This is an optimization exercise on Yosys and OpenROAD, whose aim is a short achievable clock period and few clock cycles, not a production implementation.
Function was checked by simulation only, so behaviour that the tests miss may differ from the original.
Power is estimated from default activity; no workload was simulated.

**config.mk**
```make
export PLATFORM = sky130hd
export DESIGN_NAME = cpu
export DESIGN_NICKNAME = cpu
export VERILOG_FILES = /design/flow/design.v
export SDC_FILE = /design/flow/constraint.sdc
export NUM_CORES = 4
export LEC_CHECK = 0
export ABC_CLOCK_PERIOD_IN_PS = 2500
export CAP_MARGIN = 20
export CORE_MARGIN = 2
export CORE_UTILIZATION = 40
export PLACE_DENSITY = 0.6
export SETUP_SLACK_MARGIN = 4.5
export SLEW_MARGIN = 20
export TNS_END_PERCENT = 100
```
**constraint.sdc**
```tcl
create_clock -name core_clock -period 7.5 [get_ports {clk}]
set_input_delay 1.5000 -clock core_clock [delete_from_list [all_inputs] [get_ports {clk}]]
set_output_delay 1.5000 -clock core_clock [all_outputs]
set_load 0.01 [all_outputs]
```
**design.v**
```verilog
module cpu #(
    parameter W = 32
) (
    input wire clk, rst,
    output wire[W-1:0] pc,
    input wire[W-1:0] read_inst,
    output reg load_en,
    output reg[W-1:0] l_addr,
    input wire[W-1:0] l_data,
    output reg store_en,
    output reg[W-1:0] s_addr,
    output reg[W-1:0] s_data
);
    reg [31:0] pc_r;             
    reg [31:0] pc_n;             
    assign pc = pc_r;
    reg        vD;
    reg [31:0] ir;
    reg [31:0] pcD, pc4D;
    reg [31:0] pc4Dn;            
    reg [31:0] rsF, rtF;         
    reg        w_we;             
    reg [4:0]  w_dest;
    reg [31:0] w_val;
    reg        fhitD, fokD, fptD;    
    reg        pd_bb, pd_j, pd_rs, pd_rt;
    reg        stall_r;          
    reg        vE;
    reg [31:0] A, B, SD, ALT;
    reg [31:0] An;               
    reg        e_add, e_sub, e_and, e_or, e_xor, e_nor, e_slt, e_sltu, e_sll, e_srl, e_sra;
    reg        e_load, e_store, e_we;
    reg [4:0]  e_dest;
    reg [2:0]  e_mode;
    reg        e_br, e_jr, e_pred;
    reg [2:0]  e_bt;             
    reg        r_eq, r_ne, r_le, r_gt, r_lt, r_ge, r_jr;
    reg        e_sdld;           
    reg        e_sdfw, e_altfw;   
    reg [1:0]  e_sdm;            
    reg [31:0] pcE, e_btgt;
    reg        m_we, m_load;
    reg [4:0]  m_dest;
    reg [2:0]  m_mode;
    reg [31:0] m_res;
    reg [31:0] regs [1:31];
    localparam NB = 8;
    reg [31:0] bt_tag [0:NB-1];
    reg [31:0] bt_tgt [0:NB-1];
    reg [1:0]  bt_ctr [0:NB-1];
    reg [4:0]  bt_cur [0:NB-1];
    reg [4:0]  bt_trip [0:NB-1];
    reg [NB-1:0] bt_tv, bt_ex;
    reg [NB-1:0] bt_v;
    reg [2:0]  bt_ptr;
    reg [31:0] ld_ext;
    always @(*) begin
        case (m_mode)
            3'd1: ld_ext = {{16{l_data[15]}}, l_data[15:0]};    
            3'd2: ld_ext = {16'b0, l_data[15:0]};               
            3'd3: ld_ext = {{24{l_data[7]}}, l_data[7:0]};      
            3'd4: ld_ext = {24'b0, l_data[7:0]};                
            default: ld_ext = l_data;                           
        endcase
    end
    wire [31:0] wb_val = m_load ? ld_ext : m_res;
    always @(posedge clk) begin
        if (m_we) regs[m_dest] <= wb_val;
        w_we <= m_we & ~rst;
        w_dest <= m_dest;
        w_val <= wb_val;
    end
    function [32:0] ks_add;          
        input [31:0] x, g, t;        
        input cin;
        reg [31:0] G, T;
        begin
            G = g;
            G[0] = g[0] | (t[0] & cin);
            T = t;
            G = G | (T & {G[30:0], 1'b0});    T = T & {T[30:0], 1'b1};
            G = G | (T & {G[29:0], 2'b0});    T = T & {T[29:0], 2'b11};
            G = G | (T & {G[27:0], 4'b0});    T = T & {T[27:0], 4'hf};
            G = G | (T & {G[23:0], 8'b0});    T = T & {T[23:0], 8'hff};
            G = G | (T & {G[15:0], 16'b0});
            ks_add = {G[31], x ^ {G[30:0], cin}};
        end
    endfunction
    wire [32:0] add_r = ks_add(~(An ^ B), A & B, A | B, 1'b0);
    wire [32:0] sub_r = ks_add(An ^ B, A & ~B, A | ~B, 1'b1);
    wire [31:0] sum_a = add_r[31:0];
    wire [31:0] sum_s = sub_r[31:0];
    wire        lt_s = (A[31] ^ B[31]) ? A[31] : sum_s[31];
    wire        lt_u = ~sub_r[32];
    wire [4:0]  sa = B[4:0];
    wire [31:0] sh_l = A << sa;
    wire [31:0] sh_r = $signed({e_sra & A[31], A}) >>> sa;
    wire [31:0] e_rest =
          ({32{e_and}} & (A & B))
        | ({32{e_or}}  & (A | B))
        | ({32{e_xor}} & ~(An ^ B))
        | ({32{e_nor}} & ~(A | B))
        | ({32{e_slt}} & {31'b0, lt_s})
        | ({32{e_sltu}} & {31'b0, lt_u})
        | ({32{e_sll}} & sh_l)
        | ({32{e_srl | e_sra}} & sh_r);
    wire [31:0] e_result = e_add ? sum_a : e_sub ? sum_s : e_rest;
    wire a_zero = (A == 32'b0);
    wire a_eq_b = &(An ^ B);
    reg  taken;
    always @(*) begin
        case (e_bt)
            3'd0: taken = a_eq_b;
            3'd1: taken = ~a_eq_b;
            3'd2: taken = A[31] | a_zero;
            3'd3: taken = ~A[31] & ~a_zero;
            3'd4: taken = A[31];
            default: taken = ~A[31];
        endcase
    end
    wire e_redirect = vE & (r_jr | (r_eq & a_eq_b) | (r_ne & ~a_eq_b) |
                      (r_le & (A[31] | a_zero)) | (r_gt & ~A[31] & ~a_zero) |
                      (r_lt & A[31]) | (r_ge & ~A[31]));
    wire [31:0] e_target = e_altfw ? m_res : ALT;
    wire [5:0] op = ir[31:26];
    wire [5:0] fn = ir[5:0];
    wire [4:0] rs = ir[25:21];
    wire [4:0] rt = ir[20:16];
    wire [4:0] rd = ir[15:11];
    wire [15:0] im = ir[15:0];
    wire rtype = (op == 6'b000000);
    wire d_shi  = rtype & (fn == 6'b000000 || fn == 6'b000010 || fn == 6'b000011);
    wire d_shv  = rtype & (fn == 6'b000100 || fn == 6'b000110 || fn == 6'b000111);
    wire d_jr   = rtype & (fn == 6'b001000);
    wire d_jalr = rtype & (fn == 6'b001001);
    wire d_rr   = rtype & fn[5];                       
    wire d_j    = (op == 6'b000010) | (op == 6'b000011);
    wire d_jal  = (op == 6'b000011);
    wire d_beq  = (op == 6'b000100);
    wire d_bne  = (op == 6'b000101);
    wire d_blez = (op == 6'b000110);
    wire d_bgtz = (op == 6'b000111);
    wire d_rimm = (op == 6'b000001);
    wire d_bcond = d_beq | d_bne | d_blez | d_bgtz | d_rimm;
    wire d_br   = d_bcond & (im != 16'b0);             
    wire d_imm  = (op[5:3] == 3'b001);                 
    wire d_lui  = (op == 6'b001111);
    wire d_load = (op[5:3] == 3'b100);
    wire d_store = (op[5:3] == 3'b101);
    wire use_rs = d_rr | d_shv | d_jr | d_jalr | d_bcond | (d_imm & ~d_lui) | d_load | d_store;
    wire use_rt = d_rr | d_shi | d_shv | d_beq | d_bne | d_store;
    reg [4:0] d_dest;
    always @(*) begin
        if (rtype) d_dest = (d_rr | d_shi | d_shv | d_jalr) ? rd : 5'd0;
        else if (d_jal) d_dest = 5'd31;
        else if (d_imm | d_load) d_dest = rt;
        else d_dest = 5'd0;
    end
    wire d_we = (d_dest != 5'd0);
    wire e_ld = vE & e_load & e_we;
    wire use_rt_x = use_rt & ~d_store;      
    wire stall = vD & stall_r;
    wire d_sdld = e_ld & (rt == e_dest);
    wire e_fwd_ok = vE & e_we & ~e_load;
    wire [4:0] f_rs = read_inst[25:21];
    wire [4:0] f_rt = read_inst[20:16];
    wire [31:0] f_rsv = (f_rs == 5'd0) ? 32'b0 : regs[f_rs];
    wire [31:0] f_rtv = (f_rt == 5'd0) ? 32'b0 : regs[f_rt];
    wire [31:0] rf_rs = (w_we & (w_dest == rs)) ? w_val : rsF;
    wire [31:0] rf_rt = (w_we & (w_dest == rt)) ? w_val : rtF;
    wire fE_rs = e_fwd_ok & (e_dest == rs);
    wire fE_rt = e_fwd_ok & (e_dest == rt);
    wire fL_rs = m_we & m_load & (m_dest == rs);
    wire fL_rt = m_we & m_load & (m_dest == rt);
    wire [31:0] rs_r = (m_we & ~m_load & (m_dest == rs)) ? m_res : rf_rs;
    wire [31:0] rt_r = (m_we & ~m_load & (m_dest == rt)) ? m_res : rf_rt;
    wire [31:0] rs_m = fL_rs ? ld_ext : rs_r;
    wire [31:0] rt_m = fL_rt ? ld_ext : rt_r;
    wire [31:0] sext = {{16{im[15]}}, im};
    wire [31:0] zext = {16'b0, im};
    wire [31:0] boff = {sext[29:0], 2'b00};
    wire [32:0] btgt_r = ks_add(~(pc4Dn ^ boff), pc4D & boff, pc4D | boff, 1'b0);
    wire [31:0] btgt = btgt_r[31:0];
    wire [31:0] jtD = {4'b0000, ir[25:0], 2'b00};
    wire d_back = im[15];
    wire d_hit = fhitD & fokD;
    wire d_bogus = fptD & ~fokD;            
    wire d_pred = d_hit ? fptD : d_back;
    wire d_redirect = vD & ~stall & (d_bogus | (pd_bb & ~d_hit));
    wire [31:0] d_target = pd_bb ? btgt : pd_j ? jtD : pc4D;
    wire [5:0] f_op = read_inst[31:26];
    wire f_j = (f_op == 6'b000010) | (f_op == 6'b000011);
    wire [31:0] f_jt = {4'b0000, read_inst[25:0], 2'b00};
    wire [5:0] f_fn = read_inst[5:0];
    wire f_rtype = (f_op == 6'b000000);
    wire f_bcond = (f_op[5:2] == 4'b0001) | (f_op == 6'b000001);
    wire f_imm = (f_op[5:3] == 3'b001);
    wire f_lui = (f_op == 6'b001111);
    wire f_load = (f_op[5:3] == 3'b100);
    wire f_store = (f_op[5:3] == 3'b101);
    wire f_shi = f_rtype & (f_fn == 6'b000000 || f_fn == 6'b000010 || f_fn == 6'b000011);
    wire f_shv = f_rtype & (f_fn == 6'b000100 || f_fn == 6'b000110 || f_fn == 6'b000111);
    wire f_jrr = f_rtype & (f_fn[5:1] == 5'b00100);     
    wire f_rr = f_rtype & f_fn[5];
    wire f_use_rs = f_rr | f_shv | f_jrr | f_bcond | (f_imm & ~f_lui) | f_load | f_store;
    wire f_use_rt = f_rr | f_shi | f_shv | (f_op[5:1] == 5'b00010);    
    reg [NB-1:0] f_hitv;
    reg [31:0] f_tgt;
    reg f_pt, f_ok;
    integer i;
    always @(*) begin
        f_tgt = 32'b0;
        f_pt = 1'b0;
        f_ok = 1'b0;
        for (i = 0; i < NB; i = i + 1) begin
            f_hitv[i] = bt_v[i] & (bt_tag[i][11:2] == ~pc_n[11:2]);
            if (f_hitv[i] & bt_ctr[i][1] & ~bt_ex[i]) begin
                f_pt = 1'b1;
                f_tgt = f_tgt | bt_tgt[i];
            end
            if (f_hitv[i] & (bt_tag[i] == ~pc_n)) f_ok = 1'b1;
        end
    end
    wire f_hit = |f_hitv;
    wire [31:0] pc_p4 = pc_r + 32'd4;
    reg [31:0] pc_seq;
    always @(*) begin
        if (stall) pc_seq = pc_r;
        else if (d_redirect) pc_seq = d_target;
        else if (f_pt) pc_seq = f_tgt;
        else if (f_j) pc_seq = f_jt;
        else pc_seq = pc_p4;
    end
    wire [31:0] pc_next = rst ? 32'b0 : e_redirect ? e_target : pc_seq;
    always @(posedge clk) begin
        pc_r <= pc_next;
        pc_n <= ~pc_next;
    end
    always @(posedge clk) begin
        if (rst | e_redirect) vD <= 1'b0;
        else if (!stall) vD <= ~d_redirect;
        if (stall) begin
            rsF <= rs_m;
            rtF <= rt_m;
        end
        if (!stall) begin
            ir <= read_inst;
            rsF <= f_rsv;
            rtF <= f_rtv;
            pcD <= pc_r;
            pc4D <= pc_p4;
            pc4Dn <= ~pc_p4;
            fhitD <= f_hit;
            pd_bb <= f_bcond & (read_inst[15:0] != 16'b0) & read_inst[15];
            pd_j <= f_j;
            pd_rs <= f_use_rs;
            pd_rt <= f_use_rt;
            fokD <= f_ok;
            fptD <= f_pt;
        end
    end
    wire selA_pc = d_jal | d_jalr;
    wire selA_rt = d_shi | d_shv;
    wire selA_rs = ~selA_pc & ~d_lui & ~selA_rt;
    wire selA_fwd = (selA_rs & fE_rs) | (selA_rt & fE_rt);
    reg [31:0] A_early;
    always @(*) begin
        if (selA_pc) A_early = pc4D;
        else if (d_lui) A_early = 32'b0;
        else if (selA_rt) A_early = rt_m;
        else A_early = rs_m;
    end
    wire selB_rs = d_shv;
    wire selB_rt = ~selA_pc & ~d_shi & ~d_shv & ~d_imm & ~d_load & ~d_store;
    wire selB_fwd = (selB_rs & fE_rs) | (selB_rt & fE_rt);
    reg [31:0] B_early;
    always @(*) begin
        if (selA_pc) B_early = 32'b0;
        else if (d_shi) B_early = {27'b0, ir[10:6]};
        else if (d_shv) B_early = rs_m;
        else if (d_lui) B_early = {im, 16'b0};
        else if (d_imm & op[2]) B_early = zext;             
        else if (d_imm | d_load | d_store) B_early = sext;
        else B_early = rt_m;
    end
    wire [31:0] A_nx = (selA_fwd & e_add) ? sum_a : (selA_fwd & e_sub) ? sum_s :
                       selA_fwd ? e_rest : A_early;
    wire go_E = vD & ~stall & ~e_redirect & ~rst;
    always @(posedge clk)
        stall_r <= go_E & d_load & d_we &
                   ((f_use_rs & (f_rs == d_dest)) | (f_use_rt & (f_rt == d_dest)));
    wire go_Er = vD & ~stall & ~rst;         
    always @(posedge clk) begin
        if (rst) vE <= 1'b0;
        else vE <= go_E;
        A <= A_nx;
        An <= ~A_nx;
        if (selB_fwd & e_add) B <= sum_a;
        else if (selB_fwd & e_sub) B <= sum_s;
        else if (selB_fwd) B <= e_rest;
        else B <= B_early;
        SD <= rt_m;
        e_sdfw <= fE_rt;
        e_altfw <= (d_jr | d_jalr) & fE_rs;
        if (d_jr | d_jalr) ALT <= rs_m;
        else if (d_pred) ALT <= pc4D;
        else ALT <= btgt;
        pcE <= pcD;
        e_btgt <= btgt;
        e_sdld <= d_sdld;
        e_sdm <= op[1:0];
        e_add  <= (d_rr & (fn[3:1] == 3'b000)) | d_load | d_store |
                  (d_imm & (op[2:1] == 2'b00));
        e_sub  <= d_rr & (fn[3:1] == 3'b001);
        e_and  <= (d_rr & (fn[3:0] == 4'b0100)) | (d_imm & (op[2:0] == 3'b100));
        e_or   <= (d_rr & (fn[3:0] == 4'b0101)) | (d_imm & (op[2:0] == 3'b101)) |
                  d_lui | d_jal | d_jalr;
        e_xor  <= (d_rr & (fn[3:0] == 4'b0110)) | (d_imm & (op[2:0] == 3'b110));
        e_nor  <= (d_rr & (fn[3:0] == 4'b0111));
        e_slt  <= (d_rr & (fn[3:0] == 4'b1010)) | (d_imm & (op[2:0] == 3'b010));
        e_sltu <= (d_rr & (fn[3:0] == 4'b1011)) | (d_imm & (op[2:0] == 3'b011));
        e_sll  <= (d_shi | d_shv) & (fn[1:0] == 2'b00);
        e_srl  <= (d_shi | d_shv) & (fn[1:0] == 2'b10);
        e_sra  <= (d_shi | d_shv) & (fn[1:0] == 2'b11);
        e_load  <= d_load;
        e_store <= d_store;
        e_we    <= d_we;
        e_dest  <= d_dest;
        case (op)
            6'b100001: e_mode <= 3'd1;
            6'b100101: e_mode <= 3'd2;
            6'b100000: e_mode <= 3'd3;
            6'b100100: e_mode <= 3'd4;
            default:   e_mode <= 3'd0;
        endcase
        e_br   <= d_br;
        e_back <= d_back;
        r_jr <= go_Er & (d_jr | d_jalr);
        r_eq <= go_Er & d_br & ((d_beq & ~d_pred) | (d_bne & d_pred));
        r_ne <= go_Er & d_br & ((d_bne & ~d_pred) | (d_beq & d_pred));
        r_le <= go_Er & d_br & ((d_blez & ~d_pred) | (d_bgtz & d_pred));
        r_gt <= go_Er & d_br & ((d_bgtz & ~d_pred) | (d_blez & d_pred));
        r_lt <= go_Er & d_br & d_rimm & ((~rt[0] & ~d_pred) | (rt[0] & d_pred));
        r_ge <= go_Er & d_br & d_rimm & ((rt[0] & ~d_pred) | (~rt[0] & d_pred));
        e_jr   <= d_jr | d_jalr;
        e_pred <= d_pred;
        if (d_beq) e_bt <= 3'd0;
        else if (d_bne) e_bt <= 3'd1;
        else if (d_blez) e_bt <= 3'd2;
        else if (d_bgtz) e_bt <= 3'd3;
        else if (rt[0]) e_bt <= 3'd5;
        else e_bt <= 3'd4;
    end
    wire [31:0] sd_v = e_sdld ? ld_ext : e_sdfw ? m_res : SD;
    always @(posedge clk) begin
        if (rst) begin
            m_we <= 1'b0;
            load_en <= 1'b0;
            store_en <= 1'b0;
        end else begin
            m_we <= vE & e_we;
            load_en <= vE & e_load;
            store_en <= vE & e_store;
        end
        m_load <= e_load;
        m_dest <= e_dest;
        m_mode <= e_mode;
        m_res <= e_result;
        l_addr <= sum_a;
        s_addr <= sum_a;
        case (e_sdm)
            2'b00: s_data <= {{24{sd_v[7]}}, sd_v[7:0]};
            2'b01: s_data <= {{16{sd_v[15]}}, sd_v[15:0]};
            default: s_data <= sd_v;
        endcase
    end
    reg        u_v, u_taken, u_back, e_back;
    reg [31:0] u_pc, u_tgt;
    always @(posedge clk) begin
        u_v <= vE & e_br & ~rst;
        u_taken <= taken;
        u_back <= e_back;
        u_pc <= pcE;
        u_tgt <= e_btgt;
    end
    reg [NB-1:0] u_hitv, u_phitv;
    integer k;
    always @(*)
        for (k = 0; k < NB; k = k + 1) begin
            u_phitv[k] = bt_v[k] & (bt_tag[k][11:2] == u_pc[11:2]);
            u_hitv[k] = u_phitv[k] & (bt_tag[k] == u_pc);
        end
    wire [NB-1:0] u_slot = (|u_phitv) ? u_phitv : ({{(NB-1){1'b0}}, 1'b1} << bt_ptr);
    wire u_hit = |u_hitv;
    always @(posedge clk) begin
        if (rst) begin
            bt_v <= {NB{1'b0}};
            bt_ptr <= 3'd0;
        end else if (u_v) begin
            for (k = 0; k < NB; k = k + 1)
                if (u_slot[k]) begin
                    if (u_taken) begin
                        bt_v[k] <= 1'b1;
                        bt_tag[k] <= u_pc;
                        bt_tgt[k] <= u_tgt;
                    end
                    if (u_hit) begin
                        if (u_taken & (bt_ctr[k] != 2'd3)) bt_ctr[k] <= bt_ctr[k] + 2'd1;
                        if (~u_taken & (bt_ctr[k] != 2'd0)) bt_ctr[k] <= bt_ctr[k] - 2'd1;
                        if (u_taken) begin
                            if (bt_cur[k] != 5'd31) bt_cur[k] <= bt_cur[k] + 5'd1;
                            bt_ex[k] <= bt_tv[k] & (bt_cur[k] != 5'd31) &
                                        (bt_cur[k] + 5'd1 == bt_trip[k]);
                        end else begin
                            bt_cur[k] <= 5'd0;
                            if (u_back) begin
                                bt_trip[k] <= bt_cur[k];
                                bt_tv[k] <= (bt_cur[k] != 5'd31);
                            end
                            bt_ex[k] <= u_back & (bt_cur[k] == 5'd0);
                        end
                    end else if (u_taken) begin
                        bt_ctr[k] <= 2'd2;
                        bt_cur[k] <= 5'd1;
                        bt_tv[k] <= 1'b0;
                        bt_ex[k] <= 1'b0;
                    end
                end
            if (u_taken & ~|u_phitv) bt_ptr <= bt_ptr + 3'd1;
        end
    end
endmodule
```
**run.sh**
```bash
#!/bin/bash
# synth_recipe.tcl (not shown) runs the flow's synth.tcl, then flattens the netlist and writes it again
# the make line also repeats each setting of config.mk as NAME=value (left out here)
make -C /OpenROAD-flow-scripts/flow DESIGN_CONFIG=/design/flow/config.mk WORK_HOME=/design/flow/orfs CLKGATE_MAP_FILE= SYNTH_SCRIPT=/design/flow/synth_recipe.tcl finish
```
==> notes.md <==
Initial cell density of the core = 0.4026
Post-Syn Instances = 8,379
Die X-Extent = 534.5 um
Syn Nets = 8,480
Crit path cell chain = xnor2_1 > nor4_4 > nand4_1 > buf_6 > mux2i_4 > a31oi_4 > buf_12 > buf_12 > or3_4 > a221oi_4 > o21ai_2 > o21a_1
First-pass GRT wire length = 604.8 mm
Worst Path Max Fanout = 10
Area share of the largest cell type after synthesis = 0.4657
Hold_ws = 0.2629 ns
Area of the die = 0.2857 mm2
Worst hold path class = reg2reg
Via count = 82,960
Layout fillers = 23,400
Final ANT Viol Nets = 0
Drt first pass iters = 6
Initial antenna violation count = 25
Net count, final = 9,246
Outcome = finished clean
Via density = 6.341
Io pins = 196
CP peak stage delay = 0.77 ns
GP Congestion = 0.9828
Post-synthesis sequential area ratio = 0.5756
Final setup viols = 0
Num rows = 194
Die height = 534.5 um
Critical Path Most Common Cell = buf_12
Max Clock Skew = 0.09309 ns
I/O Buffers = 195
Power per Cell Area = 248.1 mW/mm2
Latest clock arrival within the worst-skew pair = 0.92 ns
H-tree levels = 5
CTS buffer count = 265
Worst path required time = 8.21 ns
Layout cell share with drive strength beyond 1 = 0.3293
HPWL Detailed = 268.2 mm
CTS root buf = clkbuf_16
Clock sinks = 2,364
Setup_tns = 0 ns
Final hold viol count = 0
Critical path launch point type = flip-flop
Relative slew slack = 0.1746
Hold bufs inserted after CTS = 0
Syn_area_per_cell = 13.44 um2
Pwr Total = 35.04 mW
Kind of end point of the critical path = flip-flop
Dominant synthesized flop cell = edfxtp_1
Crit path arrival time = 4.12 ns
Fmax = 0.2937 GHz
Post-layout minimum cycle time = 3.405 ns
GRT Residual Overflow = 0
Peak supply drop = 0.0001657 V
Post-synth EDFFs = 1,746
Total wire length = 444.2 mm
Pin count of the biggest net entering global routing = 95
Synthesized area = 0.1126 mm2
CTS tree = built
Ranking of synthesized cells by area = edfxtp_1, mux4_2, dfxtp_1
Leakage = 49.33 nW
RSZ-0062 raised after global routing = yes
Post-synth cell types = 86
Pins Over Slew Limit = 0
Maximum root-to-sink buffer count = 4
Synthesis-to-layout area growth = 25.44%
Max cap viols = 0
GRT Total Usage = 0.2961
Vias in the first global route = 78,810
Avg WL per Cell = 33.95 um
Reg clk slew, reported paths = 0.06 ns
Crit Path Class = reg2reg
Yosys warning count = 6
Flops & latches, synth = 2,364
Core box area = 0.2796 mm2
Area leader, netlist = edfxtp_1
Post-synth ARST share = 0
Tcrit/Tclk final = 0.4540
CP max stage cell = xnor2_1
Least-Margin Pin Slew = 1.237 ns
Initial DRC count = 10,970
Residual DRC count = 0
[stage by stage]
stage / cell area (um2) / utilization / instances / setup slack, ns
floorplan: 113900 / - / 8379 / 3.988
global placement: 119100 / 0.4260 / 11850 / 2.597
detailed placement: 119100 / 0.4260 / 11850 / 2.551
CTS: 136000 / 0.4865 / 12790 / 4.232
global route: 141200 / 0.5050 / 13080 / 4.114
finish: 141200 / 0.5050 / 13080 / 4.095
[critical path, delay by kind of cell, from the launching register on]
family	cells	cell delay, ns
buffers and inverters	3	0.47
AO/OA/AOI/OAI	4	0.68
multiplexers	1	0.25
XOR/XNOR	1	0.77
AND/OR/NAND/NOR	3	0.65
flip-flops	1	0.39
[cell usage after synthesis, types with 35 or more instances]
library cell and n:
edfxtp_1 1746, dfxtp_1 618, mux4_2 589, nor2_1 538
xor2_1 488, clkbuf_1 480, a21oi_1 415, mux2i_1 390
nand2_1 339, xnor2_1 300, o21ai_0 290, inv_1 179
a211oi_1 153, o22ai_1 126, nand4_1 124, buf_1 118
nand3_1 115, nor4_1 93, mux2_2 88, nor3_1 85
nand2b_1 79, a21o_1 72, a22oi_1 66, o211ai_1 62
a22o_1 57, nor2b_1 56, a221oi_1 54, and3_1 44
o21a_1 38, buf_4 35, ha_1 35
[state kept, by name, summed over array words and instances (netlist names), 40 cells and up]
name / count
bt_cur: 40
bt_tag: 256
bt_tgt: 256
bt_trip: 40
regs: 992
[report_power, final]
group	internal, mW	total (mW)	switching [mW]
Clock	7.50	13.1	5.59
Sequential	14.9	15.6	0.707
Combinational	2.57	6.35	3.78
[cells in the final DEF, fill, tap and decap left out, drive strengths merged, types with 193 or more instances in the layout]
cell type / count
nand2: 340
o21ai: 292
nor2: 546
xor2: 488
mux2i: 390
buf: 986
xnor2: 300
dfxtp: 618
edfxtp: 1746
a21oi: 415
mux4: 589
inv: 193
clkbuf: 377
[cell families (layout without fill, tap and decap cells)]
group           Yosys count  after routing  share of synthesized area
other cells               0              4                          0
fa+ha+maj                63             63                   0.006379
compound gates         1632           1633                    0.09639
mux                    1067           1067                     0.1613
flops                  2364           2364                     0.5756
buf+inv                 849           1809                    0.02983
simple gates           1616           1631                    0.06918
xor+xnor                788            788                    0.06130
[final timing paths]
kind | startpoint | end | slack [ns] | depth (start not counted)
setup reg to reg | B[25] | pc_n[22] | 4.10 | 12
hold / removal | e_btgt[29] | u_tgt[29] | 0.26 | 0
hold reg to reg | e_btgt[29] | u_tgt[29] | 0.26 | 0
setup / recovery | B[25] | pc_n[22] | 4.10 | 12
[routing by layer]
layer / vias to the layer above / global-route usage / share of wire
met5: - / 0 / 0.00024
met4: 16 / 0.1576 / 0.068
met3: 1210 / 0.06180 / 0.10
met2: 5308 / 0.4685 / 0.46
met1: 42480 / 0.3828 / 0.37
li1: 33950 / - / -
[cell type report]
cell class	count	area (um2)	area share
multi-input combinational	5182	49900	0.3533
antenna	4	10.01	0.00007088
sequential	2364	65270	0.4622
inverter	184	732.0	0.005183
clock inverter	130	1364	0.009658
tap	3724	4659	0.03300
clock buffer	347	7281	0.05156
timing repair buffer	1148	12010	0.08501
[timing repair]
| item | CTS | global route |
|---|---|---|
| cloned | 45 | 21 |
| setup endpoints to repair | 1431 | 996 |
| pin swaps | 187 | 255 |
| buffers inserted | 415 | 267 |
| gates resized for setup | 1399 | 617 |
Testbench counts, summed over its fixed seeds: cycles 52,872.

## static timing again, ports no longer ideal
In the flow no input, the clock included, has a driving cell. The finished layout below was timed again as built, in two steps. Step 1: set_driving_cell puts a clkbuf_16 on clk and a buf_2 on each other input, an assumption about the parent block. Step 2 times the ports against the registers' clock, not the clock port: input delays grow and output delays shrink by t, the midpoint of the rising clock arrivals with the driver on. Slacks: ideal ports / drivers / drivers and shift; pairs: ideal ports / drivers.
t, ns: 0.980
setup WS [ns]: 4.095 / 4.095 / 3.331
latest minus earliest clock arrival (ns): 0.097 / 0.097
slew at the worst register clock pin (ns): 0.07 / 0.07
After both steps setup and hold are still met in this run. For this run, drivers alone change the setup slack by 0.000 ns; drivers and shift together by -0.764 ns.
